Context: an optimization exercise on an open-source flow, tuned for a short achievable clock period and few clock cycles. The choices shown serve that exercise and are no tape-out recipe. Only simulation tests tie the RTL to the original design; equivalence was not proved. No driver is modelled on the clock port, so clocking that relies on it looks cheaper here than on a real chip.

==> flow/design.v (outline; a module is shown in full before it is edited, if it fits) <==
// module fadd_c1: 53 lines
// module tzc23: 8 lines
// module fadd_c2: 21 lines
// module fadd_c3: 32 lines
// module fadd_p: 28 lines
// module fmul_s1: 32 lines
// module fmul_s2: 24 lines
// module fmul_p: 26 lines
// module csmul: 55 lines
// module csmula: 58 lines
// module fdiv_p: 99 lines
// module fdiv_s7: 45 lines
// module finv_tab: 514 lines
// module fsqrt_p: 107 lines
// module fsqrt_tab: 515 lines
// module ftoi: 17 lines
// module itof_p: 34 lines
// module floor_p: 45 lines
// module cpu: 664 lines
// module alu: 35 lines
// module brcmp: 34 lines
// module add3: 8 lines
module cpu(
	input wire clk,
	input wire rstn,
	output wire[15:0] inst_addr,
	input wire[31:0] inst_data,
	output wire[18:0] mem_addr,
	output wire[31:0] mem_wdata,
	input wire[31:0] mem_rdata,
	output wire mem_enable,
	output wire[3:0] mem_wea,
	output wire uart_wenable,
	input wire uart_wdone,
	output wire[31:0] uart_wd,
	output wire uart_renable,
	input wire uart_rdone,
	input wire[31:0] uart_rd
);
  // ...
==> flow/flow/run.sh <==
#!/bin/bash
# Layout flow: the standard synthesis, then the standard ORFS steps with
# their timing repair asked to reach below the clock period (a setup margin;
# the SDC, clock and I/O constraints are the standard flow's, unchanged), without gate
# cloning (its clones can leave small slew/capacitance violations after
# routing), with the port buffers made of ordinary buffers (sizable by the
# repair) rather than delay cells, with each output port's buffer moved next
# to the cell driving it before detailed placement (flow/move_out_bufs.tcl),
# and with more antenna-repair passes after detailed routing.
# Each step's output goes to a log of its own in the work folder.
set -euo pipefail
KNOBS=(SETUP_SLACK_MARGIN=${MARGIN:-18.3} TNS_END_PERCENT=${TNS:-100} SKIP_GATE_CLONING=1
       MAX_REPAIR_ANTENNAS_ITER_DRT=12 "BUFFER_PORTS_ARGS=-buffer_cell sky130_fd_sc_hd__buf_4"
       "PRE_DETAIL_PLACE_TCL=$PWD/flow/move_out_bufs.tcl")
bash standard.sh synth > flow_1_synth.log 2>&1
bash standard.sh "${KNOBS[@]}" floorplan > flow_2_floorplan.log 2>&1
bash standard.sh "${KNOBS[@]}" place > flow_3_place.log 2>&1
bash standard.sh "${KNOBS[@]}" cts > flow_4_cts.log 2>&1
bash standard.sh "${KNOBS[@]}" grt > flow_5_grt.log 2>&1
bash standard.sh "${KNOBS[@]}" finish > flow_6_route_finish.log 2>&1
==> flow/flow/move_out_bufs.tcl <==
# Run before detailed placement (PRE_DETAIL_PLACE_TCL): move each output
# port's buffer next to the cell that drives it, so that the buffer, not the
# driving flip-flop, drives the long wire to the pin.  Detailed placement then
# legalizes the moved buffers.
set block [ord::get_db_block]
set n 0
foreach bt [$block getBTerms] {
  if {[$bt getIoType] != "OUTPUT"} continue
  set net [$bt getNet]
  if {$net == "NULL"} continue
  set bufi ""
  foreach it [$net getITerms] { if {[$it isOutputSignal]} { set bufi [$it getInst] } }
  if {$bufi == ""} continue
  set srci ""
  foreach it [$bufi getITerms] {
    if {[$it isInputSignal]} {
      set in [$it getNet]
      if {$in == "NULL"} continue
      foreach it2 [$in getITerms] { if {[$it2 isOutputSignal]} { set srci [$it2 getInst] } }
    }
  }
  if {$srci == ""} continue
  set loc [$srci getLocation]
  $bufi setLocation [lindex $loc 0] [lindex $loc 1]
  incr n
}
puts "move_out_bufs: moved $n output buffers"
==> flow/standard.sh <==
#!/bin/bash
# synth_recipe.tcl (not shown) runs the flow's synth.tcl, then flattens the netlist and writes it again
# the make line also repeats each setting of config.mk as NAME=value (left out here)
make -C /OpenROAD-flow-scripts/flow DESIGN_CONFIG=/design/flow/config.mk WORK_HOME=/design/flow/orfs CLKGATE_MAP_FILE= SYNTH_SCRIPT=/design/flow/synth_recipe.tcl "${@:-finish}"
==> flow/config.mk <==
export PLATFORM = sky130hd
export DESIGN_NAME = cpu
export DESIGN_NICKNAME = cpu
export VERILOG_FILES = /design/flow/design.v
export SDC_FILE = /design/flow/constraint.sdc
export NUM_CORES = 8
export LEC_CHECK = 0
export CAP_MARGIN = 35
export CORE_MARGIN = 2
export CORE_UTILIZATION = 55
export SLEW_MARGIN = 35
export SYNTH_HIERARCHICAL = 1
==> flow/constraint.sdc <==
create_clock -name core_clock -period 25.0 [get_ports {clk}]
set_input_delay 5.0000 -clock core_clock [delete_from_list [all_inputs] [get_ports {clk}]]
set_output_delay 5.0000 -clock core_clock [all_outputs]
set_load 0.01 [all_outputs]
==> flow_summary.json, run 1 <==
{
  "period_share": 0.279,
  "io_pins": 206,
  "gr-usage-met2": 0.619,
  "largest_cell_class": "multi-input gates",
  "cts_sinks": 8716,
  "final_core_util": 0.604,
  "grt_start_max_net_pins": 122,
  "track_usage": 0.429,
  "r2r-start": "ex_fn[3]$_SDFF_PN0_",
  "gp_congestion": 1.09,
  "cp-end-kind": "flop",
  "crit_type": "flop to flop",
  "cp.depth": 24,
  "grt.busiest_layer": "met2",
  "num_vias": 476762,
  "ctsLongestPathBuffers": 5,
  "clock-root-buffer": "clkbuf_16",
  "drt-total-wl_microns": 2570000,
  "top_layer_used": "met5",
  "layout_commonest_cell": "fa_1",
  "wl_met1_microns": 925000,
  "finalNonFillerCells": 73379,
  "placed_cells": 70623,
  "status": "timing/DRC/antenna clean",
  "hold_viol_final": 0,
  "clock_area_frac": 0.0463
}
Testbench counts, summed over its fixed seeds: cycles 118,301.
==> run 2, diff against run 1 <==
--- a/flow/config.mk
+++ b/flow/config.mk
@@ -9,3 +9,3 @@
 export CORE_MARGIN = 2
-export CORE_UTILIZATION = 55
+export CORE_UTILIZATION = 40
 export SLEW_MARGIN = 35
==> run 2 against run 1 <==
Effect of this change:
- critical path type is now flop to primary output
- area after synthesis did not move
- setup slack got worse by 0.0013 ns
- critical path depth shrank 22
- critical endpoint is now uart_wd[30]
- clock skew up 0.11 ns
- via count is 5.2% lower
==> flow_summary.json, run 2 <==
{
  "status": "timing/DRC/antenna clean",
  "nets": 65650,
  "final_core_util": 0.442,
  "die_w_microns": 1270,
  "pre_cts_ws_ns": 15.77,
  "syn_area_per_cell_sq_um": 11.3,
  "finalMaxSlewViolations": 0,
  "path_buf_inv": 2,
  "htree_levels": 6,
  "min_period_ns": 6.97,
  "portBuffers": 205,
  "relSlewSlack": 0.158,
  "grt_pass1_wl_microns": 3310000,
  "cts_sinks": 8716,
  "drt_first_pass_iters": 10,
  "hold_viol_final": 0,
  "required_ns": 20.00,
  "drt-total-wl_microns": 2300000,
  "cts_buffers": 949,
  "crit_arrival_ns": 1.97,
  "viasPerCell": 5.76,
  "drive_above_1_share": 0.136,
  "largest_reg_flops": 2016,
  "ctsLongestPathBuffers": 5,
  "cts_tree": "done",
  "fp.dieH_microns": 1270,
  "ys_warn_count": 21,
  "io_pins": 206,
  "clock-root-buffer": "clkbuf_16",
  "post-dp-hpwl_microns": 1640000,
  "critPathMaxFanout": 1,
  "fmax_mhz": 143,
  "rsz0062_at_grt": "true",
  "track_usage": 0.280,
  "fin_area_sq_um": 708000,
  "hold_path_class": "flop to flop",
  "slowest_delay_ns": 0.32,
  "rows": 465,
  "grt_pass1_vias": 456027,
  "wire_per_inst_microns": 29.3,
  "cp-end-kind": "primary output",
  "drt_iter0_drc": 50207,
  "crit_family": "flip-flops",
  "clock-skew-final_ns": 0.281,
  "route.detailed.drc": 0,
  "layout_commonest_cell": "fa_1",
  "placedInstanceArea_sq_um": 668000,
  "num_vias": 452043,
  "max-cap-violations": 0,
  "crit_type": "flop to primary output",
  "crit_chain": "buf_6 -> buf_12",
  "synthesis.area_sq_um": 643000,
  "fp.coreArea_sq_um": 1600000,
  "cp_slowest_cell": "dfxtp_2",
  "period_share": 0.279,
  "initial_utilization": 0.401,
  "grt-ovfl-total": 0,
  "insertion_delay_ns": 1.37,
  "area_growth_pct": 10.1,
  "finalSetupViolCount": 0,
  "syn_inst": 56942,
  "crit_path_start_kind": "flop",
  "finalSetupTns_ns": 0,
  "gp_congestion": 1.02,
  "grt_start_max_net_pins": 185,
  "setup_slack_ns": 18.03,
  "antenna_found_initial": 259,
  "final_cell_mix": "6901 x fa_1, 6765 x inv_1, 5217 x nand2_1, 5201 x and2_1, 4899 x edfxtp_1",
  "antenna_left": 0,
  "tightestPinTransition_ns": 1.26,
  "path_clk_slew_ns": 0.06,
  "die_area_sq_um": 1620000
}
## run 2: path summary, 6_finish.rpt
| check | startpoint | to | slack [ns] | depth (start not counted) |
|---|---|---|---|---|
| worst max register to register | fw_s[0][0]$_DFFE_PP_ | mu_b[23]$_SDFF_PP0_ | 18.10 | 15 |
| worst min-delay path | u_fdiv.a_6[24]$_DFF_P_ | u_fdiv.a_7[24]$_DFF_P_ | 0.23 | 0 |
| worst max-delay path | uart_wd_r[30]$_DFF_P_ | uart_wd[30] | 18.03 | 2 |
| worst min register to register | u_fdiv.a_6[24]$_DFF_P_ | u_fdiv.a_7[24]$_DFF_P_ | 0.23 | 0 |
## run 2: layer usage
layer | routed length [microns] | part of all wire | global-route usage
met3 | 228000 | 0.099 | 0.0657
met2 | 1010000 | 0.44 | 0.428
met1 | 925000 | 0.40 | 0.376
met5 | 442 | 0.00019 | 0.000234
met4 | 137000 | 0.059 | 0.136
## run 2: cell type report
class	count	area [sq um]
Multi-Input combinational cell	37778	381000
Clock inverter	560	6780
Tap cell	21248	26600
Inverter	6809	25600
Fill cell	148757	894000
Antenna cell	370	926
Timing Repair Buffer	1776	17000
Sequential cell	8716	224000
Clock buffer	1219	26100
## run 2: repair_timing
action                     in CTS  in global routing
setup buffers                  73                115
hold buffers                    0                  0
gates resized for setup       681                294
hold endpoints to repair        0                  0
gates cloned                    0                  0
setup endpoints to repair     636                511
pin swaps                      36                 89
## run 2: worst reg2reg max path, cell delays in order (launching register included)
cell	delay, ns
edfxtp_1	0.63
nor4b_4	0.53
buf_6	0.42
buf_6	0.38
nor2b_4	0.21
buf_4	0.43
nand2_1	0.19
o21ai_0	0.34
nand2_1	0.14
nand2_2	0.38
and2_2	0.51
buf_4	0.54
buf_4	0.67
nor2_1	0.37
o21a_1	0.24
nor3_4	0.57
## run 2: stage by stage
step | cells | hold WS (ns)
after floorplan | 57115 | 0.310
after global placement | 76068 | 0.310
after detailed placement | 76122 | 0.312
after CTS | 77974 | 0.214
after global routing | 78396 | 0.231
final | 78476 | 0.226
==> module cpu, before the edit <==
module cpu(
	input wire clk,
	input wire rstn,
	output wire[15:0] inst_addr,
	input wire[31:0] inst_data,
	output wire[18:0] mem_addr,
	output wire[31:0] mem_wdata,
	input wire[31:0] mem_rdata,
	output wire mem_enable,
	output wire[3:0] mem_wea,
	output wire uart_wenable,
	input wire uart_wdone,
	output wire[31:0] uart_wd,
	output wire uart_renable,
	input wire uart_rdone,
	input wire[31:0] uart_rd
);
	localparam OP_LW    = 6'b00_0001;
	localparam OP_SW    = 6'b00_0000;
	localparam OP_LF    = 6'b10_0001;
	localparam OP_LWR   = 6'b01_0001;
	localparam OP_LFR   = 6'b11_0001;
	localparam OP_SF    = 6'b01_0000;
	localparam OP_ADD   = 6'b00_0010;
	localparam OP_SUB   = 6'b00_0011;
	localparam OP_MUL   = 6'b00_0100;
	localparam OP_XOR   = 6'b00_0101;
	localparam OP_ADDI  = 6'b00_1000;
	localparam OP_SI    = 6'b00_1001;
	localparam OP_ORI   = 6'b00_1010;
	localparam OP_FADD  = 6'b11_0010;
	localparam OP_FSUB  = 6'b11_0011;
	localparam OP_FMUL  = 6'b11_0100;
	localparam OP_FDIV  = 6'b11_0101;
	localparam OP_FNEG  = 6'b11_0110;
	localparam OP_FABS  = 6'b11_0111;
	localparam OP_SQRT  = 6'b11_1000;
	localparam OP_FLOOR = 6'b11_1001;
	localparam OP_FTOI  = 6'b01_1010;
	localparam OP_ITOF  = 6'b10_1010;
	localparam OP_MOVF  = 6'b11_1010;
	localparam OP_J     = 6'b00_1011;
	localparam OP_JAL   = 6'b00_1100;
	localparam OP_JALR  = 6'b00_1101;
	localparam OP_SLT   = 6'b00_0111;
	localparam OP_SLTF  = 6'b01_0010;
	localparam OP_BNE   = 6'b10_1100;
	localparam OP_BLE   = 6'b10_1110;
	localparam OP_BEQF  = 6'b01_1100;
	localparam OP_BLTF  = 6'b01_1101;
	localparam OP_OUTB  = 6'b00_1110;
	localparam OP_INF   = 6'b11_1111;
	localparam OP_IN    = 6'b00_1111;
	localparam N_ITOF  = 2;
	localparam N_FLOOR = 2;
	localparam N_MUL   = 2;
	localparam N_FADD  = 3;
	localparam N_FMUL  = 2;
	localparam N_FDIV  = 9;
	localparam N_SQRT  = 9;
	localparam KM = 10;       
	localparam S_ALU = 4'd0, S_MUL = 4'd1, S_FTOI = 4'd2, S_ITOF = 4'd3, S_MEM = 4'd4,
	           S_FADD = 4'd5, S_FMUL = 4'd6, S_FDIV = 4'd7, S_SQRT = 4'd8, S_FLOOR = 4'd9;
	localparam F_ADD = 4'd0, F_SUB = 4'd1, F_XOR = 4'd2, F_OR = 4'd3, F_SLT = 4'd4,
	           F_SHIFT = 4'd5, F_SLTF = 4'd6, F_PASS = 4'd7, F_NEG = 4'd8, F_ABS = 4'd9;
	localparam T_COND = 2'd0, T_JUMP = 2'd1, T_CALL = 2'd2, T_RET = 2'd3;
	function [11:0] opkeys(input [31:0] w);
		reg [5:0] o;
		reg br, af, bf;
		begin
			o = w[31:26];
			br = (o[5] ^ o[4]) && o[3] && o[2];
			af = o[4] && o[3:1] != 3'b000;
			bf = o[4] && o[3:0] != 4'b0001;
			opkeys = {af, w[20:16], bf, (o[3:0] == 4'b0000 || br) ? w[25:21] : w[15:11]};
		end
	endfunction
	integer j;
	reg [31:0] f1_pc;
	reg f1_valid;
	reg [31:0] f2_pc, f2_pred;
	reg f2_valid;
	reg [15:0] ia_r;
	assign inst_addr = ia_r;
	reg        btb_v   [0:31];
	reg [10:0] btb_tag [0:31];
	reg [15:0] btb_tgt [0:31];
	reg [1:0]  btb_ty  [0:31];
	reg [1:0]  btb_ctr [0:31];    
	reg [5:0]  btb_lh  [0:31];    
	reg [1:0]  btb_ch  [0:31];    
	reg        btb_pl  [0:31];    
	reg [1:0]  pht     [0:63];    
	reg [31:0] ras_s [0:7];
	reg [2:0]  ras_sp;
	reg [31:0] ras_a [0:7];
	reg [2:0]  ras_ap;
	reg [31:0] q_inst [0:3];
	reg [31:0] q_pc   [0:3];
	reg [31:0] q_pred [0:3];
	reg [11:0] q_keys [0:3];
	reg [1:0]  q_head;
	reg [2:0]  q_cnt;
	wire [4:0] f1_bi = f1_pc[6:2];
	wire f1_hit = btb_v[f1_bi] && btb_tag[f1_bi] == f1_pc[17:7];
	wire [31:0] f1_seq = f1_pc + 32'd4;
	wire [31:0] f1_btgt = {f1_pc[31:18], btb_tgt[f1_bi], 2'b00};
	reg push_r;
	reg [2:0] push_idx;
	reg [31:0] push_val;
	wire [2:0] ras_top_i = ras_sp - 3'd1;
	wire [31:0] ras_s_top = (push_r && push_idx == ras_top_i) ? push_val : ras_s[ras_top_i];
	reg [31:0] f1_next;
	reg f1_push, f1_pop;
	always @* begin
		f1_next = f1_seq;
		f1_push = 1'b0;
		f1_pop = 1'b0;
		if (f1_hit) begin
			case (btb_ty[f1_bi])
				T_COND: if (btb_ch[f1_bi][1] ? btb_pl[f1_bi] : btb_ctr[f1_bi][1]) f1_next = f1_btgt;
				T_JUMP: f1_next = f1_btgt;
				T_CALL: begin f1_next = f1_btgt; f1_push = 1'b1; end
				default: begin f1_next = ras_s_top; f1_pop = 1'b1; end
			endcase
		end
	end
	wire [2:0] f_occ = q_cnt + {2'b0, f1_valid} + {2'b0, f2_valid};
	wire f_room = f_occ <= 3'd3;
	wire [11:0] f2_keys = opkeys(inst_data);
	reg d_valid;
	reg d_el;           
	reg [31:0] d_inst, d_pc, d_pred;
	reg [11:0] d_keys;
	reg [31:0] rf [1:63];
	reg        iw_v [0:KM];
	reg [4:0]  iw_r [0:KM];
	reg [3:0]  iw_s [0:KM];
	reg        fw_v [0:KM];
	reg [4:0]  fw_r [0:KM];
	reg [3:0]  fw_s [0:KM];
	reg        iw_e [0:KM];    
	reg        fw_e [0:KM];
	reg [3:0]  ex_fn;
	reg [31:0] ex_a, ex_b;            
	reg [31:0] mu_a, mu_b;            
	reg [31:0] cv_a;                  
	reg [31:0] fa_a, fa_b;            
	reg [31:0] fm_a, fm_b;            
	reg [31:0] fd_a, fd_b;            
	reg [31:0] sq_a;                  
	reg [31:0] alu_res, mul_res, ftoi_res;
	reg [31:0] ld_hold;       
	wire [31:0] itof_d, floor_d, fadd_d, fmul_d, fdiv_d, sqrt_d;
	wire [31:0] itof_q, floor_q, fadd_q, fmul_q, fdiv_q, sqrt_q;
	wire [31:0] alu_out;
	alu u_alu(ex_fn, ex_a, ex_b, alu_out);
	wire [63:0] mu_s, mu_c;
	csmul #(32, 32) u_mul(mu_a, mu_b, mu_s, mu_c);
	reg [31:0] mu_s_r, mu_c_r;
	wire [31:0] mul_d = mu_s_r + mu_c_r;
	wire [31:0] ftoi_d;
	ftoi u_ftoi(cv_a, ftoi_d);
	itof_p u_itof(clk, cv_a, itof_d, itof_q);
	floor_p u_floor(clk, cv_a, floor_d, floor_q);
	fadd_p u_fadd(clk, fa_a, fa_b, fadd_d, fadd_q);
	fmul_p u_fmul(clk, fm_a, fm_b, fmul_d, fmul_q);
	wire [31:0] inv7;
	fdiv_p u_fdiv(clk, fd_a, fd_b, fdiv_d, fdiv_q, inv7);
	fsqrt_p u_sqrt(clk, sq_a, sqrt_d, sqrt_q);
	reg [31:0] iwb_e, fwb_e, iwb_n, fwb_n;
	always @* begin
		case (iw_s[0])
			S_MEM:   iwb_e = ld_hold;
			S_MUL:   iwb_e = mul_res;
			S_FTOI:  iwb_e = ftoi_res;
			default: iwb_e = alu_res;
		endcase
		case (fw_s[0])
			S_MEM:   fwb_e = ld_hold;
			S_ITOF:  fwb_e = itof_q;
			S_FLOOR: fwb_e = floor_q;
			S_FADD:  fwb_e = fadd_q;
			S_FMUL:  fwb_e = fmul_q;
			S_FDIV:  fwb_e = fdiv_q;
			S_SQRT:  fwb_e = sqrt_q;
			default: fwb_e = alu_res;
		endcase
		case (iw_s[1])
			S_MUL:   iwb_n = mul_d;
			S_FTOI:  iwb_n = ftoi_d;
			default: iwb_n = alu_out;
		endcase
		case (fw_s[1])
			S_ITOF:  fwb_n = itof_d;
			S_FLOOR: fwb_n = floor_d;
			S_FADD:  fwb_n = fadd_d;
			S_FMUL:  fwb_n = fmul_d;
			S_FDIV:  fwb_n = fdiv_d;
			S_SQRT:  fwb_n = sqrt_d;
			default: fwb_n = alu_out;
		endcase
	end
	wire [31:0] iwb = (iw_s[0] == S_MEM && !iw_e[0]) ? mem_rdata : iwb_e;
	wire [31:0] fwb = (fw_s[0] == S_MEM && !fw_e[0]) ? mem_rdata : fwb_e;
	wire [31:0] di = d_inst;
	wire [5:0] op = di[31:26];
	wire [4:0] f_rd = di[25:21];
	wire [15:0] imm = di[15:0];
	wire [5:0] a_key = d_keys[11:6];
	wire [5:0] b_key = d_keys[5:0];
	wire aF = a_key[5];
	wire bF = b_key[5];
	reg rc_v;
	reg [5:0] rc_key;
	reg [31:0] rc_val;
	reg pc_v;
	reg [5:0] pc_key;
	reg [31:0] pc_val;
	reg fl_v [1:8];           
	reg [5:0] fl_k [1:8];
	reg fl_p [1:8];           
	wire hit_r = rc_v && b_key == rc_key;
	wire hit_p = pc_v && b_key == pc_key;
	wire fdiv_hit = op == OP_FDIV && (hit_r || hit_p);
	wire [31:0] rc_hit_val = hit_r ? rc_val : pc_val;
	reg uA, uB, wr, wF;
	reg [3:0] k;       
	reg [3:0] src;     
	reg [3:0] fn;      
	reg c_load, c_store, c_br, c_j, c_jal, c_jalr, c_out, c_in, c_lwr, c_fsub;
	reg b_imm;
	reg [31:0] immv;
	always @* begin
		uA = 1'b0; uB = 1'b0; wr = 1'b0; wF = op[5];
		k = 4'd2; src = S_ALU; fn = F_PASS;
		c_load = 1'b0; c_store = 1'b0; c_br = 1'b0; c_j = 1'b0; c_jal = 1'b0; c_jalr = 1'b0;
		c_out = 1'b0; c_in = 1'b0; c_lwr = 1'b0; c_fsub = 1'b0;
		b_imm = 1'b0; immv = {{16{imm[15]}}, imm};
		case (op)
			OP_LW, OP_LF: begin uA = !d_el; wr = 1'b1; c_load = 1'b1; src = S_MEM; end
			OP_LWR, OP_LFR: begin uA = 1'b1; uB = 1'b1; wr = 1'b1; c_load = 1'b1; c_lwr = 1'b1; src = S_MEM; end
			OP_SW, OP_SF: begin uA = 1'b1; uB = 1'b1; c_store = 1'b1; end
			OP_ADD: begin uA = 1'b1; uB = 1'b1; wr = 1'b1; fn = F_ADD; end
			OP_SUB: begin uA = 1'b1; uB = 1'b1; wr = 1'b1; fn = F_SUB; end
			OP_XOR: begin uA = 1'b1; uB = 1'b1; wr = 1'b1; fn = F_XOR; end
			OP_SLT: begin uA = 1'b1; uB = 1'b1; wr = 1'b1; fn = F_SLT; end
			OP_MUL: begin uA = 1'b1; uB = 1'b1; wr = 1'b1; src = S_MUL; k = N_MUL + 1; end
			OP_ADDI: begin uA = 1'b1; wr = 1'b1; fn = F_ADD; b_imm = 1'b1; end
			OP_SI: begin uA = 1'b1; wr = 1'b1; fn = F_SHIFT; b_imm = 1'b1; end
			OP_ORI: begin uA = 1'b1; wr = 1'b1; fn = F_OR; b_imm = 1'b1; immv = {16'h0, imm}; end
			OP_FADD: begin uA = 1'b1; uB = 1'b1; wr = 1'b1; src = S_FADD; k = N_FADD + 1; end
			OP_FSUB: begin uA = 1'b1; uB = 1'b1; wr = 1'b1; src = S_FADD; k = N_FADD + 1; c_fsub = 1'b1; end
			OP_FMUL: begin uA = 1'b1; uB = 1'b1; wr = 1'b1; src = S_FMUL; k = N_FMUL + 1; end
			OP_FDIV: begin
				uA = 1'b1; wr = 1'b1;
				if (fdiv_hit) begin src = S_FMUL; k = N_FMUL + 1; end
				else begin uB = 1'b1; src = S_FDIV; k = N_FDIV + 1; end
			end
			OP_FNEG: begin uA = 1'b1; wr = 1'b1; fn = F_NEG; end
			OP_FABS: begin uA = 1'b1; wr = 1'b1; fn = F_ABS; end
			OP_MOVF: begin uA = 1'b1; wr = 1'b1; fn = F_PASS; end
			OP_SQRT: begin uA = 1'b1; wr = 1'b1; src = S_SQRT; k = N_SQRT + 1; end
			OP_FLOOR: begin uA = 1'b1; wr = 1'b1; src = S_FLOOR; k = N_FLOOR + 1; end
			OP_FTOI: begin uA = 1'b1; wr = 1'b1; src = S_FTOI; end
			OP_ITOF: begin uA = 1'b1; wr = 1'b1; src = S_ITOF; k = N_ITOF + 1; end
			OP_SLTF: begin uA = 1'b1; uB = 1'b1; wr = 1'b1; fn = F_SLTF; end
			OP_J: begin c_j = 1'b1; end
			OP_JAL: begin wr = 1'b1; c_j = 1'b1; c_jal = 1'b1; end
			OP_JALR: begin uA = 1'b1; wr = 1'b1; c_jalr = 1'b1; end
			OP_BNE, OP_BLE, OP_BEQF, OP_BLTF: begin uA = 1'b1; uB = 1'b1; c_br = 1'b1; end
			OP_OUTB: begin uA = 1'b1; c_out = 1'b1; end
			OP_IN, OP_INF: begin wr = 1'b1; c_in = 1'b1; end
			default: ;
		endcase
	end
	wire [4:0] wIdx = c_jal ? 5'd31 : f_rd;
	wire wr_eff = wr && (wF || wIdx != 5'd0);
	wire [5:0] w_key = {wF, wIdx};
	reg [KM:0] a_m, b_m, w_m;
	integer jm;
	always @* begin
		for (jm = 0; jm <= KM; jm = jm + 1) begin
			a_m[jm] = aF ? (fw_v[jm] && fw_r[jm] == a_key[4:0]) : (iw_v[jm] && iw_r[jm] == a_key[4:0]);
			b_m[jm] = bF ? (fw_v[jm] && fw_r[jm] == b_key[4:0]) : (iw_v[jm] && iw_r[jm] == b_key[4:0]);
			w_m[jm] = wF ? (fw_v[jm] && fw_r[jm] == wIdx) : (iw_v[jm] && iw_r[jm] == wIdx);
		end
	end
	wire a_far = |a_m[KM:2];                  
	wire b_far = |b_m[KM:2];
	wire [3:0] a_s1 = aF ? fw_s[1] : iw_s[1];    
	wire [3:0] a_s0 = aF ? fw_s[0] : iw_s[0];    
	wire [3:0] b_s1 = bF ? fw_s[1] : iw_s[1];
	wire [3:0] b_s0 = bF ? fw_s[0] : iw_s[0];
	wire a_n = a_m[1];                         
	wire a_w = a_m[0] && !a_m[1];              
	wire b_n = b_m[1];
	wire b_w = b_m[0] && !b_m[1];
	wire a_e1 = aF ? fw_e[1] : iw_e[1];         
	wire b_e1 = bF ? fw_e[1] : iw_e[1];
	wire a_e0 = aF ? fw_e[0] : iw_e[0];
	wire b_e0 = bF ? fw_e[0] : iw_e[0];
	wire a_late = a_s0 == S_MEM && !a_e0;      
	wire b_late = b_s0 == S_MEM && !b_e0;
	wire a_ld1 = a_s1 == S_MEM && a_e1;        
	wire b_ld1 = b_s1 == S_MEM && b_e1;
	wire [31:0] a_rf = a_key == 6'd0 ? 32'h0 : rf[a_key];
	wire [31:0] b_rf = b_key == 6'd0 ? 32'h0 : rf[b_key];
	wire [31:0] a_rw = a_w ? (aF ? fwb_e : iwb_e) : a_rf;
	wire [31:0] b_rw = b_w ? (bF ? fwb_e : iwb_e) : b_rf;
	wire a_mem = (a_n && a_ld1) || (a_w && a_late);    
	wire b_mem = (b_n && b_ld1) || (b_w && b_late);
	wire [31:0] a_cap = a_mem ? mem_rdata : a_n ? (aF ? fwb_n : iwb_n) : a_rw;
	wire [31:0] b_cap = b_mem ? mem_rdata : b_n ? (bF ? fwb_n : iwb_n) : b_rw;
	wire [31:0] a_capf = a_mem ? mem_rdata : a_n ? fwb_n : a_rw;
	wire [31:0] b_capf = b_mem ? mem_rdata : b_n ? fwb_n : b_rw;
	wire [31:0] a_capi = a_mem ? mem_rdata : a_n ? iwb_n : a_rw;
	wire [31:0] b_capi = b_mem ? mem_rdata : b_n ? iwb_n : b_rw;
	wire [31:0] a_bn = a_n ? alu_out : a_rw;
	wire [31:0] b_bn = b_n ? alu_out : b_rw;
	wire [31:0] a_br = a_mem ? mem_rdata : a_bn;
	wire a_rdyB = !a_far && (!a_n || a_s1 == S_ALU || a_ld1);
	wire b_rdyB = !b_far && (!b_n || b_s1 == S_ALU || b_ld1);
	wire ex_sum = ex_fn == F_ADD;
	wire a_rdyE = !a_far && (a_n ? (a_s1 == S_ALU && ex_sum) : !(a_w && a_late));
	wire b_rdyE = !b_far && (b_n ? (b_s1 == S_ALU && ex_sum && !a_n) : !(b_w && b_late));
	wire a_rdyC = !a_far && (!a_n || a_s1 != S_MEM || a_e1);
	wire b_rdyC = !b_far && (!b_n || b_s1 != S_MEM || b_e1);
	wire needAE = c_load || c_store;
	wire needBE = c_lwr;
	wire needAB = c_br || c_jalr;
	wire needBB = c_br;
	reg uart_pend;
	reg [1:0] uin_st;      
	reg [31:0] uart_data;
	wire w_slot = wF ? fw_v[k] : iw_v[k];
	wire stall =
		(uA && !(needAE ? a_rdyE : needAB ? a_rdyB : a_rdyC)) ||
		(uB && !(needBE ? b_rdyE : needBB ? b_rdyB : b_rdyC)) ||
		(wr_eff && |(w_m >> k)) ||
		(wr_eff && w_slot) ||
		(c_out && uart_pend) ||
		(c_in && uin_st != 2'd2);
	reg sl_v, sl_br, sl_tk, sl_nb, sl_n4, sl_nr;
	reg [31:0] sl_btgt, sl_pc4, sl_rtgt;
	wire mis_r = sl_v && (sl_br ? (sl_tk ? sl_nb : sl_n4) : sl_nr);
	wire [31:0] tgt_r = sl_br ? (sl_tk ? sl_btgt : sl_pc4) : sl_rtgt;
	reg fast_r;
	reg [31:0] fast_tgt;
	wire d_ok = d_valid && !mis_r && !fast_r;
	wire issue = d_ok && !stall;
	reg [KM:1] pf_younger;
	integer jp;
	always @* begin
		for (jp = 1; jp <= KM; jp = jp + 1) pf_younger[jp] = fw_v[jp] && fw_r[jp] == fw_r[0];
	end
	wire [5:0] pf_key = {1'b1, fw_r[0]};
	wire pf_busy = fl_v[1] && fl_p[1] || fl_v[2] && fl_p[2] || fl_v[3] && fl_p[3] || fl_v[4] && fl_p[4] ||
	               fl_v[5] && fl_p[5] || fl_v[6] && fl_p[6] || fl_v[7] && fl_p[7] || fl_v[8] && fl_p[8];
	wire pf_go = fw_v[0] && fw_s[0] == S_MEM && !(|pf_younger) && !pf_busy &&
	             !(d_ok && op == OP_FDIV) && !(d_ok && wr_eff && w_key == pf_key);
	wire [31:0] pc4 = d_pc + 32'd4;
	wire [31:0] btgt = d_pc + {{14{imm[15]}}, imm, 2'b00};
	wire [31:0] jtgt = {4'b0, di[25:0], 2'b00};
	wire [31:0] rtgt = {a_br[31:2], 2'b00};
	wire t00, t10, t01, t11, e00, e10, e01, e11;
	brcmp u_brcmp00(op, a_bn, b_bn, d_pred, t00, e00);
	brcmp u_brcmp10(op, mem_rdata, b_bn, d_pred, t10, e10);
	brcmp u_brcmp01(op, a_bn, mem_rdata, d_pred, t01, e01);
	brcmp u_brcmp11(op, mem_rdata, mem_rdata, d_pred, t11, e11);
	wire taken = a_mem ? (b_mem ? t11 : t10) : (b_mem ? t01 : t00);
	wire eq_rtgt = a_mem ? e10 : e00;
	wire eq_pc4 = d_pred == pc4;
	wire eq_btgt = d_pred == btgt;
	wire eq_jtgt = d_pred == jtgt;
	wire mis_fast = !c_br && !c_jalr && (c_j ? !eq_jtgt : !eq_pc4);
	wire [31:0] fast_next = c_j ? jtgt : pc4;
	wire redirect = mis_r || fast_r;
	wire [4:0] d_bi = d_pc[6:2];
	wire [18:0] off = c_lwr ? b_rw[18:0] : imm[15] ? {3'b111, imm} : {3'b000, imm};
	wire [18:0] ag_x = (a_n || (c_lwr && b_n)) ? ex_a[18:0] : a_rw[18:0];
	wire [18:0] ag_y = (a_n || (c_lwr && b_n)) ? ex_b[18:0] : off;
	wire [18:0] ag_z = a_n ? off : (c_lwr && b_n) ? a_rw[18:0] : 19'd0;
	wire [18:0] agu;
	add3 #(19) u_agu(ag_x, ag_y, ag_z, agu);
	reg bu_v, bu_taken;
	reg [4:0] bu_idx;
	reg [10:0] bu_tag;
	reg [15:0] bu_tgt;
	reg [1:0] bu_ty;
	wire bu_hit = btb_v[bu_idx] && btb_tag[bu_idx] == bu_tag && btb_ty[bu_idx] == T_COND;
	wire [1:0] bu_ctr = btb_ctr[bu_idx];
	wire [5:0] bu_lh = btb_lh[bu_idx];
	wire [1:0] bu_ch = btb_ch[bu_idx];
	reg [5:0] bu_lhd;    
	wire [5:0] bu_pi = bu_lhd ^ {1'b0, bu_idx};
	wire [1:0] bu_pht = pht[bu_pi];
	reg pu_v, pu_taken, pu_b;
	reg [5:0] pu_pi, pu_npi;
	reg [4:0] pu_idx;
	wire [1:0] pu_pht = pht[pu_pi];
	wire [1:0] pu_npht = pu_npi == pu_pi ? cnt(pu_pht, pu_taken) : pht[pu_npi];
	function [1:0] cnt(input [1:0] c, input up);
		begin
			cnt = up ? (c == 2'b11 ? 2'b11 : c + 2'b01) : (c == 2'b00 ? 2'b00 : c - 2'b01);
		end
	endfunction
	wire [1:0] bu_new_ctr = !bu_hit ? (bu_taken ? 2'b10 : 2'b01) : cnt(bu_ctr, bu_taken);
	wire [5:0] bu_new_lh = !bu_hit ? {5'b0, bu_taken} : {bu_lh[4:0], bu_taken};
	wire [1:0] bu_new_ch = !bu_hit ? 2'b01 :
	                       bu_ctr[1] == bu_pht[1] ? bu_ch : cnt(bu_ch, bu_pht[1] == bu_taken);
	reg [18:0] mem_addr_r;
	reg [31:0] mem_wdata_r;
	reg mem_en_r;
	reg [3:0] mem_wea_r;
	reg uart_wen_r, uart_ren_r;
	reg [31:0] uart_wd_r;
	assign mem_addr = mem_addr_r;
	assign mem_wdata = mem_wdata_r;
	assign mem_enable = mem_en_r;
	assign mem_wea = mem_wea_r;
	assign uart_wenable = uart_wen_r;
	assign uart_renable = uart_ren_r;
	assign uart_wd = uart_wd_r;
	wire [31:0] f1_pc_n = !rstn ? 32'h0 :
	                      redirect ? (mis_r ? tgt_r : fast_tgt) :
	                      f1_valid ? f1_next : f1_pc;
	wire d_take = !d_valid || issue;
	wire q_nonempty = q_cnt != 3'd0;
	wire [1:0] q_tail = q_head + q_cnt[1:0];
	wire [31:0] qh_inst = q_inst[q_head];
	wire [4:0] qh_base = qh_inst[20:16];
	wire qh_ld = qh_inst[31:26] == OP_LW || qh_inst[31:26] == OP_LF;
	reg qh_pend;
	integer je;
	always @* begin
		qh_pend = iw_v[0] && iw_r[0] == qh_base && iw_s[0] == S_MEM && !iw_e[0];
		for (je = 1; je <= KM; je = je + 1)
			if (iw_v[je] && iw_r[je] == qh_base) qh_pend = 1'b1;
	end
	wire qh_w = iw_v[0] && iw_r[0] == qh_base;
	wire [31:0] qh_rb = qh_base == 5'd0 ? 32'h0 : qh_w ? iwb_e : rf[{1'b0, qh_base}];
	wire [18:0] el_addr = qh_rb[18:0] + {{3{qh_inst[15]}}, qh_inst[15:0]};
	wire el_go = q_nonempty && qh_ld && !qh_pend && !mis_r && !fast_r &&
	             !(d_ok && (c_load || c_store)) &&
	             !(d_ok && wr_eff && !wF && wIdx == qh_base);
	always @(posedge clk) begin
		alu_res <= alu_out;
		ld_hold <= mem_rdata;
		mu_s_r <= mu_s[31:0];
		mu_c_r <= mu_c[31:0];
		mul_res <= mul_d;
		ftoi_res <= ftoi_d;
		sl_br <= c_br;
		sl_tk <= taken;
		sl_nb <= !eq_btgt;
		sl_n4 <= !eq_pc4;
		sl_nr <= !eq_rtgt;
		sl_btgt <= btgt;
		sl_pc4 <= pc4;
		sl_rtgt <= rtgt;
		if (uart_rdone) uart_data <= uart_rd;
		if (iw_v[0] && iw_r[0] != 5'd0) rf[{1'b0, iw_r[0]}] <= iwb;
		if (fw_v[0]) rf[{1'b1, fw_r[0]}] <= fwb;
		ex_fn <= fn;
		ex_a <= (c_jal || c_jalr) ? pc4 : c_in ? uart_data : a_cap;
		ex_b <= b_imm ? immv : b_cap;
		mu_a <= src == S_MUL ? a_capi : 32'h0;
		mu_b <= src == S_MUL ? b_capi : 32'h0;
		cv_a <= (src == S_FTOI || src == S_ITOF || src == S_FLOOR) ? a_cap : 32'h0;
		fa_a <= src == S_FADD ? a_capf : 32'h0;
		fa_b <= src != S_FADD ? 32'h0 : c_fsub ? {~b_capf[31], b_capf[30:0]} : b_capf;
		fm_a <= src == S_FMUL ? a_capf : 32'h0;
		fm_b <= src != S_FMUL ? 32'h0 : fdiv_hit ? rc_hit_val : b_capf;
		fd_a <= src == S_FDIV ? a_capf : 32'h0;
		fd_b <= pf_go ? (fw_e[0] ? ld_hold : mem_rdata) : src == S_FDIV ? b_capf : 32'h0;
		sq_a <= src == S_SQRT ? a_capf : 32'h0;
		fast_tgt <= fast_next;
		push_idx <= ras_sp;
		push_val <= f1_seq;
		mem_addr_r <= el_go ? el_addr : agu;
		mem_wdata_r <= b_cap;
		uart_wd_r <= a_capi;
		ia_r <= !rstn ? 16'hffff : f1_pc_n[17:2];
		if (issue && c_jal) ras_a[ras_ap] <= pc4;
		pu_pi <= bu_pi;
		pu_taken <= bu_taken;
		pu_npi <= bu_new_lh ^ {1'b0, bu_idx};
		pu_idx <= bu_idx;
		if (pu_b) btb_pl[pu_idx] <= pu_npht[1];
		bu_idx <= d_bi;
		bu_lhd <= btb_lh[d_bi];
		bu_tag <= d_pc[17:7];
		bu_tgt <= c_br ? btgt[17:2] : jtgt[17:2];
		bu_ty <= c_br ? T_COND : c_jalr ? T_RET : c_jal ? T_CALL : T_JUMP;
		bu_taken <= taken;
		if (bu_v) begin
			btb_tag[bu_idx] <= bu_tag;
			btb_tgt[bu_idx] <= bu_tgt;
			btb_ty[bu_idx] <= bu_ty;
			btb_ctr[bu_idx] <= bu_new_ctr;
			btb_lh[bu_idx] <= bu_new_lh;
			btb_ch[bu_idx] <= bu_new_ch;
		end
		if (f2_valid) begin
			q_inst[q_tail] <= inst_data;
			q_pc[q_tail] <= f2_pc;
			q_pred[q_tail] <= f2_pred;
			q_keys[q_tail] <= f2_keys;
		end
		d_el <= d_take && q_nonempty && el_go;
		if (d_take) begin
			if (q_nonempty) begin
				d_inst <= q_inst[q_head];
				d_pc <= q_pc[q_head];
				d_pred <= q_pred[q_head];
				d_keys <= q_keys[q_head];
			end else begin
				d_inst <= inst_data;
				d_pc <= f2_pc;
				d_pred <= f2_pred;
				d_keys <= f2_keys;
			end
		end
		if (f1_valid) begin
			f2_pc <= f1_pc;
			f2_pred <= f1_next;
		end
		if (mis_r || fast_r) begin
			for (j = 0; j < 8; j = j + 1) ras_s[j] <= ras_a[j];
		end else if (push_r) begin
			ras_s[push_idx] <= push_val;
		end
		if (!rstn) begin
			f1_pc <= 32'h0;
			f1_valid <= 1'b0;
			f2_valid <= 1'b0;
			q_cnt <= 3'd0;
			q_head <= 2'd0;
			d_valid <= 1'b0;
			ras_sp <= 3'd0;
			ras_ap <= 3'd0;
			sl_v <= 1'b0;
			fast_r <= 1'b0;
			push_r <= 1'b0;
			rc_v <= 1'b0;
			pc_v <= 1'b0;
			for (j = 1; j <= 8; j = j + 1) fl_v[j] <= 1'b0;
			bu_v <= 1'b0;
			pu_v <= 1'b0;
			pu_b <= 1'b0;
			for (j = 0; j < 32; j = j + 1) btb_v[j] <= 1'b0;
			for (j = 0; j < 64; j = j + 1) pht[j] <= 2'b01;
			for (j = 0; j <= KM; j = j + 1) begin
				iw_v[j] <= 1'b0;
				fw_v[j] <= 1'b0;
			end
			mem_en_r <= 1'b0;
			mem_wea_r <= 4'h0;
			uart_wen_r <= 1'b0;
			uart_ren_r <= 1'b0;
			uart_pend <= 1'b0;
			uin_st <= 2'd0;
		end else begin
			sl_v <= issue && (c_br || c_jalr);
			fast_r <= issue && mis_fast;
			if (redirect) begin
				f1_pc <= f1_pc_n;
				f1_valid <= 1'b1;
				f2_valid <= 1'b0;
				q_cnt <= 3'd0;
				d_valid <= 1'b0;
			end else begin
				f2_valid <= f1_valid;
				f1_pc <= f1_pc_n;
				f1_valid <= f_room;
				if (d_take) begin
					d_valid <= q_nonempty || f2_valid;
					if (q_nonempty) begin
						q_head <= q_head + 2'd1;
						q_cnt <= q_cnt - 3'd1 + {2'b0, f2_valid};
					end else begin
						q_cnt <= q_cnt;
					end
				end else begin
					q_cnt <= q_cnt + {2'b0, f2_valid};
				end
			end
			if (mis_r || fast_r) ras_sp <= ras_ap;
			else if (!redirect && f1_valid && f1_push) ras_sp <= ras_sp + 3'd1;
			else if (!redirect && f1_valid && f1_pop) ras_sp <= ras_sp - 3'd1;
			push_r <= !redirect && f1_valid && f1_push;
			if (issue && c_jal) ras_ap <= ras_ap + 3'd1;
			else if (issue && c_jalr) ras_ap <= ras_ap - 3'd1;
			bu_v <= issue && (c_br || c_j || c_jalr);
			if (bu_v) btb_v[bu_idx] <= 1'b1;
			pu_v <= bu_v && bu_hit;
			pu_b <= bu_v;
			if (pu_v) pht[pu_pi] <= cnt(pu_pht, pu_taken);
			for (j = 1; j < 8; j = j + 1) begin
				fl_v[j + 1] <= fl_v[j] && !(issue && wr_eff && w_key == fl_k[j]);
				fl_k[j + 1] <= fl_k[j];
				fl_p[j + 1] <= fl_p[j];
			end
			fl_v[1] <= pf_go || (issue && op == OP_FDIV && !fdiv_hit && !(wr_eff && w_key == b_key));
			fl_k[1] <= pf_go ? pf_key : b_key;
			fl_p[1] <= pf_go;
			if (fl_v[8] && !fl_p[8]) begin
				rc_v <= 1'b1;
				rc_key <= fl_k[8];
				rc_val <= inv7;
			end
			if (issue && wr_eff && w_key == ((fl_v[8] && !fl_p[8]) ? fl_k[8] : rc_key)) rc_v <= 1'b0;
			if (fl_v[8] && fl_p[8]) begin
				pc_v <= 1'b1;
				pc_key <= fl_k[8];
				pc_val <= inv7;
			end
			if (issue && wr_eff && w_key == ((fl_v[8] && fl_p[8]) ? fl_k[8] : pc_key)) pc_v <= 1'b0;
			for (j = 0; j < KM; j = j + 1) begin
				iw_v[j] <= iw_v[j + 1];
				iw_r[j] <= iw_r[j + 1];
				iw_s[j] <= iw_s[j + 1];
				iw_e[j] <= iw_e[j + 1];
				fw_v[j] <= fw_v[j + 1];
				fw_r[j] <= fw_r[j + 1];
				fw_s[j] <= fw_s[j + 1];
				fw_e[j] <= fw_e[j + 1];
			end
			iw_v[KM] <= 1'b0;
			fw_v[KM] <= 1'b0;
			if (issue && wr_eff) begin
				if (wF) begin
					fw_v[k - 4'd1] <= 1'b1;
					fw_r[k - 4'd1] <= wIdx;
					fw_s[k - 4'd1] <= src;
					fw_e[k - 4'd1] <= c_load && d_el;
				end else begin
					iw_v[k - 4'd1] <= 1'b1;
					iw_r[k - 4'd1] <= wIdx;
					iw_s[k - 4'd1] <= src;
					iw_e[k - 4'd1] <= c_load && d_el;
				end
			end
			mem_en_r <= el_go || (issue && (c_store || (c_load && !d_el)));
			mem_wea_r <= (issue && c_store) ? 4'hf : 4'h0;
			uart_wen_r <= issue && c_out;
			uart_ren_r <= 1'b0;
			if (issue && c_out) uart_pend <= 1'b1;
			else if (uart_wdone || uart_rdone) uart_pend <= 1'b0;
			if (d_ok && c_in) begin
				if (uin_st == 2'd0 && !uart_pend) begin
					uart_ren_r <= 1'b1;
					uart_pend <= 1'b1;
					uin_st <= 2'd1;
				end else if (uin_st == 2'd1 && uart_rdone) begin
					uin_st <= 2'd2;
				end else if (uin_st == 2'd2 && issue) begin
					uin_st <= 2'd0;
				end
			end
		end
	end
endmodule
==> run 3, diff against run 2 <==
--- a/flow/design.v
+++ b/flow/design.v
@@ -1884,20 +1884,4 @@
 	fsqrt_p u_sqrt(clk, sq_a, sqrt_d, sqrt_q);
-	reg [31:0] iwb_e, fwb_e, iwb_n, fwb_n;
+	reg [31:0] iwb_n, fwb_n;
 	always @* begin
-		case (iw_s[0])
-			S_MEM:   iwb_e = ld_hold;
-			S_MUL:   iwb_e = mul_res;
-			S_FTOI:  iwb_e = ftoi_res;
-			default: iwb_e = alu_res;
-		endcase
-		case (fw_s[0])
-			S_MEM:   fwb_e = ld_hold;
-			S_ITOF:  fwb_e = itof_q;
-			S_FLOOR: fwb_e = floor_q;
-			S_FADD:  fwb_e = fadd_q;
-			S_FMUL:  fwb_e = fmul_q;
-			S_FDIV:  fwb_e = fdiv_q;
-			S_SQRT:  fwb_e = sqrt_q;
-			default: fwb_e = alu_res;
-		endcase
 		case (iw_s[1])
@@ -1917,4 +1901,13 @@
 	end
-	wire [31:0] iwb = (iw_s[0] == S_MEM && !iw_e[0]) ? mem_rdata : iwb_e;
-	wire [31:0] fwb = (fw_s[0] == S_MEM && !fw_e[0]) ? mem_rdata : fwb_e;
+	reg [31:0] iwb_e, fwb_e;
+	reg il0, fl0, fm0;
+	always @(posedge clk) begin
+		iwb_e <= iw_s[1] == S_MEM ? mem_rdata : iwb_n;
+		fwb_e <= fw_s[1] == S_MEM ? mem_rdata : fwb_n;
+		il0 <= iw_s[1] == S_MEM && !iw_e[1];
+		fl0 <= fw_s[1] == S_MEM && !fw_e[1];
+		fm0 <= fw_s[1] == S_MEM;
+	end
+	wire [31:0] iwb = il0 ? mem_rdata : iwb_e;
+	wire [31:0] fwb = fl0 ? mem_rdata : fwb_e;
 	wire [31:0] di = d_inst;
@@ -2005,5 +1998,3 @@
 	wire [3:0] a_s1 = aF ? fw_s[1] : iw_s[1];    
-	wire [3:0] a_s0 = aF ? fw_s[0] : iw_s[0];    
 	wire [3:0] b_s1 = bF ? fw_s[1] : iw_s[1];
-	wire [3:0] b_s0 = bF ? fw_s[0] : iw_s[0];
 	wire a_n = a_m[1];                         
@@ -2014,6 +2005,4 @@
 	wire b_e1 = bF ? fw_e[1] : iw_e[1];
-	wire a_e0 = aF ? fw_e[0] : iw_e[0];
-	wire b_e0 = bF ? fw_e[0] : iw_e[0];
-	wire a_late = a_s0 == S_MEM && !a_e0;      
-	wire b_late = b_s0 == S_MEM && !b_e0;
+	wire a_late = aF ? fl0 : il0;              
+	wire b_late = bF ? fl0 : il0;
 	wire a_ld1 = a_s1 == S_MEM && a_e1;        
@@ -2073,3 +2062,3 @@
 	               fl_v[5] && fl_p[5] || fl_v[6] && fl_p[6] || fl_v[7] && fl_p[7] || fl_v[8] && fl_p[8];
-	wire pf_go = fw_v[0] && fw_s[0] == S_MEM && !(|pf_younger) && !pf_busy &&
+	wire pf_go = fw_v[0] && fm0 && !(|pf_younger) && !pf_busy &&
 	             !(d_ok && op == OP_FDIV) && !(d_ok && wr_eff && w_key == pf_key);
@@ -2150,3 +2139,3 @@
 	always @* begin
-		qh_pend = iw_v[0] && iw_r[0] == qh_base && iw_s[0] == S_MEM && !iw_e[0];
+		qh_pend = iw_v[0] && iw_r[0] == qh_base && il0;
 		for (je = 1; je <= KM; je = je + 1)
@@ -2189,3 +2178,3 @@
 		fd_a <= src == S_FDIV ? a_capf : 32'h0;
-		fd_b <= pf_go ? (fw_e[0] ? ld_hold : mem_rdata) : src == S_FDIV ? b_capf : 32'h0;
+		fd_b <= pf_go ? (fl0 ? mem_rdata : ld_hold) : src == S_FDIV ? b_capf : 32'h0;
 		sq_a <= src == S_SQRT ? a_capf : 32'h0;
==> run 3 against run 2 <==
Effect of this change:
- setup slack better by 0.055 ns
- first-iteration DRC count fell by 1.4%
- largest cell class unchanged
==> flow_summary.json, run 3 <==
{
  "cts_tree": "done",
  "final_cell_mix": "6900 x fa_1, 6754 x inv_1, 5380 x nand2_1, 5122 x and2_1, 4889 x edfxtp_1",
  "htree_levels": 6,
  "finalSetupTns_ns": 0,
  "drt_first_pass_iters": 6,
  "wire_per_inst_microns": 29.1,
  "finalNonFillerCells": 77638,
  "min_to": "u_sqrt.ex_6[5]$_DFF_P_",
  "antenna_left": 0,
  "insertion_delay_ns": 1.36,
  "fmax_mhz": 145,
  "crit_type": "flop to primary output",
  "min_period_ns": 6.91,
  "grt-ovfl-total": 0,
  "fp.dieH_microns": 1260,
  "drt_iter0_drc": 49491,
  "crit_arrival_ns": 1.91,
  "cts_sinks": 8487,
  "use_met1": 0.366,
  "crit_path_start_kind": "flop",
  "clock-root-buffer": "clkbuf_16",
  "r2r_slack_ns": 18.24,
  "syn_area_per_cell_sq_um": 11.3,
  "r2r_end": "mem_addr_r[12]$_DFF_P_",
  "grt_util_met3": 0.0761,
  "die_w_microns": 1260,
  "max-cap-violations": 0,
  "route.detailed.drc": 0,
  "antenna_found_initial": 253,
  "ys_warn_count": 21,
  "grt_pass1_vias": 454707,
  "clock-skew-final_ns": 0.242,
  "slowest_delay_ns": 0.36,
  "hold_path_class": "flop to flop",
  "hp-start": "u_sqrt.ex_5[5]$_DFF_P_",
  "grt_pass1_wl_microns": 3260000,
  "gp_congestion": 1.03,
  "finalSetupViolCount": 0,
  "hold_viol_final": 0,
  "gr-usage-met2": 0.427,
  "layout_commonest_cell": "fa_1",
  "drive_above_1_share": 0.134,
  "ctsLongestPathBuffers": 5,
  "required_ns": 20.00,
  "num_vias": 448451,
  "relSlewSlack": 0.266,
  "grt_start_max_net_pins": 142,
  "io_pins": 206,
  "post-dp-hpwl_microns": 1590000,
  "final_core_util": 0.440,
  "rsz0062_at_grt": "true",
  "initial_utilization": 0.400,
  "status": "timing/DRC/antenna clean",
  "path_clk_slew_ns": 0.06,
  "rows": 463,
  "placed_cells": 75410,
  "track_usage": 0.278,
  "postCtsHoldBufs": 0,
  "cp-end-kind": "primary output",
  "area_growth_pct": 9.89,
  "cts_buffers": 925,
  "nets": 64959,
  "tightestPinTransition_ns": 1.09,
  "die_area_sq_um": 1600000,
  "critPathMaxFanout": 1,
  "reg2reg_depth": 17,
  "finalMaxSlewViolations": 0,
  "whs_path_depth": 0,
  "synthesis.area_sq_um": 635000,
  "path_buf_inv": 1,
  "grt.busiest_layer": "met2",
  "largest_reg_flops": 2016,
  "crit_family": "flip-flops",
  "syn_inst": 56309,
  "portBuffers": 205,
  "viasPerCell": 5.78,
  "fp.coreArea_sq_um": 1590000,
  "cp_slowest_cell": "dfxtp_2",
  "drt-total-wl_microns": 2260000,
  "crit_chain": "buf_12",
  "period_share": 0.277
}
-- run 3: what timing repair did --
item / in CTS / in global routing
pin swaps: 24 / 56
buffers inserted: 74 / 73
resized for setup: 653 / 346
endpoints found under the setup margin: 916 / 633
-- run 3: stage by stage --
stage | setup slack [ns] | instance area [sq um] | hold WS, ns
floorplan | 18.13 | 636000 | 0.310
global placement | 15.02 | 658000 | 0.310
detailed placement | 14.93 | 660000 | 0.312
CTS | 18.07 | 695000 | 0.238
global route | 18.10 | 698000 | 0.252
finish | 18.09 | 698000 | 0.237
-- run 3: how the worst max path moves through the flow --
stage | startpoint | to | slack, ns | cells past startpoint
floorplan | mem_rdata[6] | bu_taken$_DFF_P_ | 18.13 | 11
global placement | flop | mem_addr_r[15]$_DFF_P_ | 15.02 | 20
detailed placement | flop | mem_addr_r[15]$_DFF_P_ | 14.93 | 20
CTS | mem_wdata_r[30]$_DFF_P_ | mem_wdata[30] | 18.07 | 1
global route | mem_wdata_r[31]$_DFF_P_ | mem_wdata[31] | 18.10 | 1
finish | mem_wdata_r[31]$_DFF_P_ | mem_wdata[31] | 18.09 | 1
-- run 3: cell type report --
cell class	count	area, sq um
inverter	6805	25600
multi-input combinational	37438	378000
antenna	337	843
clock buffer	1214	25600
clock inverter	518	6160
fill	147171	888000
tap	21157	26500
sequential	8487	220000
timing repair buffer	1682	16100
-- run 3: worst reg2reg max path, stage by stage (launching register included) --
cell     delay (ns)
dfxtp_4        0.69
buf_6          0.43
buf_8          0.47
buf_8          0.49
mux4_2         0.42
mux4_2         0.50
a31oi_2        0.52
o21ai_0        0.22
a21oi_1        0.19
nor2_1         0.07
fa_1           0.73
ha_1           0.51
nand3_1        0.09
o22ai_1        0.39
o21a_4         0.30
mux2i_1        0.21
nand3_1        0.14
mux2_2         0.29
-- run 3: layer usage --
layer	share of wire	vias up
met5	0.00073	-
met4	0.058	99
met3	0.11	5176
met2	0.44	23282
met1	0.39	232139
li1	-	187755
Testbench counts of run 3, summed over its fixed seeds: cycles 118,301.
==> module floor_p, before the edit <==
module floor_p(
  input wire clk,
  input wire [31:0] s,
  output wire [31:0] d,
  output reg [31:0] q
);
  wire sign_s = s[31];
  wire [7:0] exponent_s = s[30:23];
  wire [22:0] mantissa_s = s[22:0];
  wire [7:0] e127 = exponent_s > 8'd127 ? exponent_s - 8'd127 : 8'd0;
  wire [7:0] k = 8'd23 - e127;
  wire [22:0] low = ~(23'h7fffff << k[4:0]);           
  wire flag = |(mantissa_s & low) && sign_s;
  wire [23:0] inc = {23'b0, flag} << k[4:0];
  wire d_is_s = e127 >= 8'd24;
  wire d_is_zero = (exponent_s <= 8'd126) && ~sign_s;
  wire d_is_minuszero = (exponent_s == 8'd0) && sign_s;
  wire d_is_minusone = (exponent_s <= 8'd126) && sign_s;
  wire [1:0] sel =
    d_is_s ? 2'd0 :
    d_is_zero ? 2'd1 :
    (d_is_minuszero || d_is_minusone) ? 2'd2 : 2'd3;
  wire [31:0] spec_d =
    d_is_s ? s :
    d_is_zero ? 32'd0 :
    d_is_minuszero ? {1'b1, 31'b0} : {1'b1, 8'd127, 23'b0};
  reg [22:0] hi_2, inc_2;
  reg [31:0] spec_2;
  reg norm_2, sign_2, mnz_2;
  reg [7:0] exp_2;
  always @(posedge clk) begin
    hi_2 <= mantissa_s & ~low;
    inc_2 <= inc[22:0];
    spec_2 <= spec_d;
    norm_2 <= sel == 2'd3;
    sign_2 <= sign_s;
    mnz_2 <= mantissa_s != 23'd0;
    exp_2 <= exponent_s;
  end
  wire [22:0] mantissa_d = hi_2 + inc_2;
  wire carry = sign_2 && mnz_2 && (mantissa_d == 23'd0);
  wire [7:0] exponent_d = exp_2 + {7'd0, carry};
  assign d = norm_2 ? {sign_2, exponent_d, mantissa_d} : spec_2;
  always @(posedge clk) q <= d;
endmodule
==> run 4, diff against run 3 <==
--- a/flow/design.v
+++ b/flow/design.v
@@ -1680,4 +1680,19 @@
   wire [22:0] low = ~(23'h7fffff << k[4:0]);           
-  wire flag = |(mantissa_s & low) && sign_s;
-  wire [23:0] inc = {23'b0, flag} << k[4:0];
+  wire [22:0] por;
+  wire [23:0] sand;
+  assign sand[23] = 1'b1;
+  genvar j;
+  generate
+    for (j = 0; j < 23; j = j + 1) begin : ps
+      assign por[j] = |mantissa_s[j:0];
+      assign sand[j] = &mantissa_s[22:j];
+    end
+  endgenerate
+  wire frac = k[4:0] == 5'd0 ? 1'b0 : por[k[4:0] - 5'd1];
+  wire flag = frac && sign_s;
+  wire [22:0] up = mantissa_s | low;
+  wire [22:0] up1 = up + 23'd1;
+  wire [22:0] mantissa_d = flag ? up1 : mantissa_s & ~low;
+  wire carry = flag && sand[k[4:0]];
+  wire [7:0] exponent_d = carry ? exponent_s + 8'd1 : exponent_s;
   wire d_is_s = e127 >= 8'd24;
@@ -1686,27 +1701,8 @@
   wire d_is_minusone = (exponent_s <= 8'd126) && sign_s;
-  wire [1:0] sel =
-    d_is_s ? 2'd0 :
-    d_is_zero ? 2'd1 :
-    (d_is_minuszero || d_is_minusone) ? 2'd2 : 2'd3;
-  wire [31:0] spec_d =
+  assign d =
     d_is_s ? s :
     d_is_zero ? 32'd0 :
-    d_is_minuszero ? {1'b1, 31'b0} : {1'b1, 8'd127, 23'b0};
-  reg [22:0] hi_2, inc_2;
-  reg [31:0] spec_2;
-  reg norm_2, sign_2, mnz_2;
-  reg [7:0] exp_2;
-  always @(posedge clk) begin
-    hi_2 <= mantissa_s & ~low;
-    inc_2 <= inc[22:0];
-    spec_2 <= spec_d;
-    norm_2 <= sel == 2'd3;
-    sign_2 <= sign_s;
-    mnz_2 <= mantissa_s != 23'd0;
-    exp_2 <= exponent_s;
-  end
-  wire [22:0] mantissa_d = hi_2 + inc_2;
-  wire carry = sign_2 && mnz_2 && (mantissa_d == 23'd0);
-  wire [7:0] exponent_d = exp_2 + {7'd0, carry};
-  assign d = norm_2 ? {sign_2, exponent_d, mantissa_d} : spec_2;
+    d_is_minuszero ? {1'b1, 31'b0} :
+    d_is_minusone ? {1'b1, 8'd127, 23'b0} :
+    {sign_s, exponent_d, mantissa_d};
   always @(posedge clk) q <= d;
@@ -1768,3 +1764,3 @@
 	localparam N_ITOF  = 2;
-	localparam N_FLOOR = 2;
+	localparam N_FLOOR = 1;
 	localparam N_MUL   = 2;
==> run 4 against run 3 <==
Effect of this change:
- die area fell by 0.15%
- global-route usage rose by 0.69 points
- via count rose by 0.32%
==> flow_summary.json, run 4 <==
{
  "tightestPinTransition_ns": 1.19,
  "initial_utilization": 0.401,
  "min_period_ns": 6.85,
  "final_core_util": 0.441,
  "grt-ovfl-total": 0,
  "period_share": 0.274,
  "grt_pass1_wl_microns": 3320000,
  "drt_iter0_drc": 49646,
  "rows": 462,
  "pre_cts_ws_ns": 16.44,
  "slowest_delay_ns": 0.35,
  "layout_commonest_cell": "fa_1",
  "syn_area_per_cell_sq_um": 11.3,
  "wire_per_inst_microns": 29.9,
  "path_buf_inv": 1,
  "hold_viol_final": 0,
  "finalMaxSlewViolations": 0,
  "critPathMaxFanout": 1,
  "grt_pass1_vias": 455366,
  "track_usage": 0.285,
  "drt_first_pass_iters": 9,
  "route.detailed.drc": 0,
  "multiInputGateArea_sq_um": 379000,
  "status": "timing/DRC/antenna clean",
  "clock-root-buffer": "clkbuf_16",
  "setup_slack_ns": 18.15,
  "die_area_sq_um": 1600000,
  "clock-skew-final_ns": 0.169,
  "crit_arrival_ns": 1.85,
  "ys_warn_count": 21,
  "crit_family": "flip-flops",
  "portBuffers": 205,
  "post-dp-hpwl_microns": 1620000,
  "drive_above_1_share": 0.136,
  "grt_start_max_net_pins": 128,
  "finalSetupViolCount": 0,
  "cts_sinks": 8398,
  "hold_path_class": "flop to flop",
  "synthesis.area_sq_um": 635000,
  "register_area_sq_um": 218000,
  "nets": 64907,
  "required_ns": 20.00,
  "num_vias": 449891,
  "fp.coreArea_sq_um": 1580000,
  "cts_buffers": 917,
  "io_pins": 206,
  "area_growth_pct": 9.96,
  "antenna_found_initial": 262,
  "viasPerCell": 5.79,
  "antenna_left": 0,
  "postCtsHoldBufs": 0,
  "gp_congestion": 1.03,
  "path_clk_slew_ns": 0.06,
  "cts_tree": "done",
  "final_cell_mix": "6900 x fa_1, 6747 x inv_1, 5340 x nand2_1, 5113 x and2_1, 4889 x edfxtp_1",
  "fp.dieH_microns": 1260,
  "cp_slowest_cell": "dfxtp_2",
  "crit_path_start_kind": "flop",
  "rsz0062_at_grt": "true",
  "insertion_delay_ns": 1.30,
  "drt-total-wl_microns": 2320000,
  "fmax_mhz": 146,
  "crit_chain": "buf_12",
  "relSlewSlack": 0.204,
  "syn_inst": 56294,
  "max-cap-violations": 0,
  "die_w_microns": 1260,
  "crit_type": "flop to primary output",
  "largest_reg_flops": 2016,
  "finalSetupTns_ns": 0,
  "cp-end-kind": "primary output",
  "htree_levels": 6,
  "ctsLongestPathBuffers": 5,
  "fillers": 146821
}
run 4: cell types whose count changed in the layout (fill, tap and decap cells not counted), moves of 35 or more:
cell	change
nand2_1	-40
o211ai_1	+67
diode_2	+73
buf_6	+40
xor2_1	-35
dfxtp_1	-138
dfxtp_2	+47
o22ai_1	-38
run 4: layout make-up:
class,instances,area share
clock buffers,1192,0.0361
flip-flops and latches,8398,0.312
well taps,21112,0.0379
diodes,410,0.00147
repair buffers,1713,0.0238
multi-input cells,37484,0.543
inverters,6797,0.0366
clock inverters,536,0.00851
run 4: worst paths after layout:
check	cells after the start	from	endpoint	slack [ns]
max	1	mem_wdata_r[17]$_DFF_P_	mem_wdata[17]	18.15
min	0	u_sqrt.b2_5[26]$_DFF_P_	u_sqrt.b2_6[26]$_DFF_P_	0.28
max reg2reg	25	ex_b[0]$_DFF_P_	bu_taken$_DFF_P_	18.21
min reg2reg	0	u_sqrt.b2_5[26]$_DFF_P_	u_sqrt.b2_6[26]$_DFF_P_	0.28
run 4: layer usage:
layer | global-route usage | up-vias | wire [microns]
met5 | 0 | - | 639
met4 | 0.158 | 96 | 155000
met3 | 0.0713 | 5360 | 233000
met2 | 0.435 | 23266 | 1020000
met1 | 0.372 | 233134 | 910000
li1 | - | 188035 | -
run 4: what timing repair did:
| action | in CTS | in global routing |
|---|---|---|
| resized for setup | 651 | 400 |
| pin swaps | 30 | 68 |
| endpoints found under the setup margin | 980 | 629 |
| gates cloned | 0 | 0 |
| buffers inserted | 75 | 111 |
run 4: through the flow:
stage	instances	hold WS, ns	cell area, sq um
3_3_place_gp	75257	0.310	657000
2_1_floorplan	56466	0.310	635000
5_1_grt	77505	0.296	697000
6_report	77642	0.282	698000
3_5_place_dp	75305	0.312	659000
4_1_cts	77108	0.290	693000
Testbench counts of run 4, summed over its fixed seeds: cycles 117,533.

==> what the ideal ports hide <==
The flow's constraints put no driver on any port. The routed layouts listed below were extracted and timed again, unchanged, in two steps. Step 1 sets driving cells, clkbuf_16 on the clock port and buf_2 on the other inputs (assumed; they add their load-dependent delay and slew). Step 2, shift: input delay + t, output delay - t, t = (earliest + latest rising clock arrival at the registers) / 2. This alone moves slack from input paths to output paths. a / b / c = ideal / step 1 / step 2; a / b = the first two.
| run | t (ns) | setup WS [ns] | hold WS [ns] | worst setup path after step 2 | clock arrival spread, ns |
|---|---|---|---|---|---|
| run 1 | 1.437 | 18.032 / 17.921 / 16.752 | 0.284 / 0.284 / 0.284 | input to register | 0.221 / 0.221 |
| run 2 | 1.421 | 18.030 / 17.857 / 16.939 | 0.226 / 0.226 / 0.226 | input to register | 0.313 / 0.313 |
| run 3 | 1.440 | 18.085 / 17.889 / 17.050 | 0.237 / 0.237 / 0.237 | input to register | 0.242 / 0.242 |
| run 4 | 1.423 | 18.146 / 17.949 / 17.079 | 0.282 / 0.282 / 0.282 | input to register | 0.204 / 0.204 |
After both steps setup and hold are still met in every run listed. For run 1, which loses most, drivers alone change the setup slack by -0.111 ns; drivers and shift together by -1.280 ns.
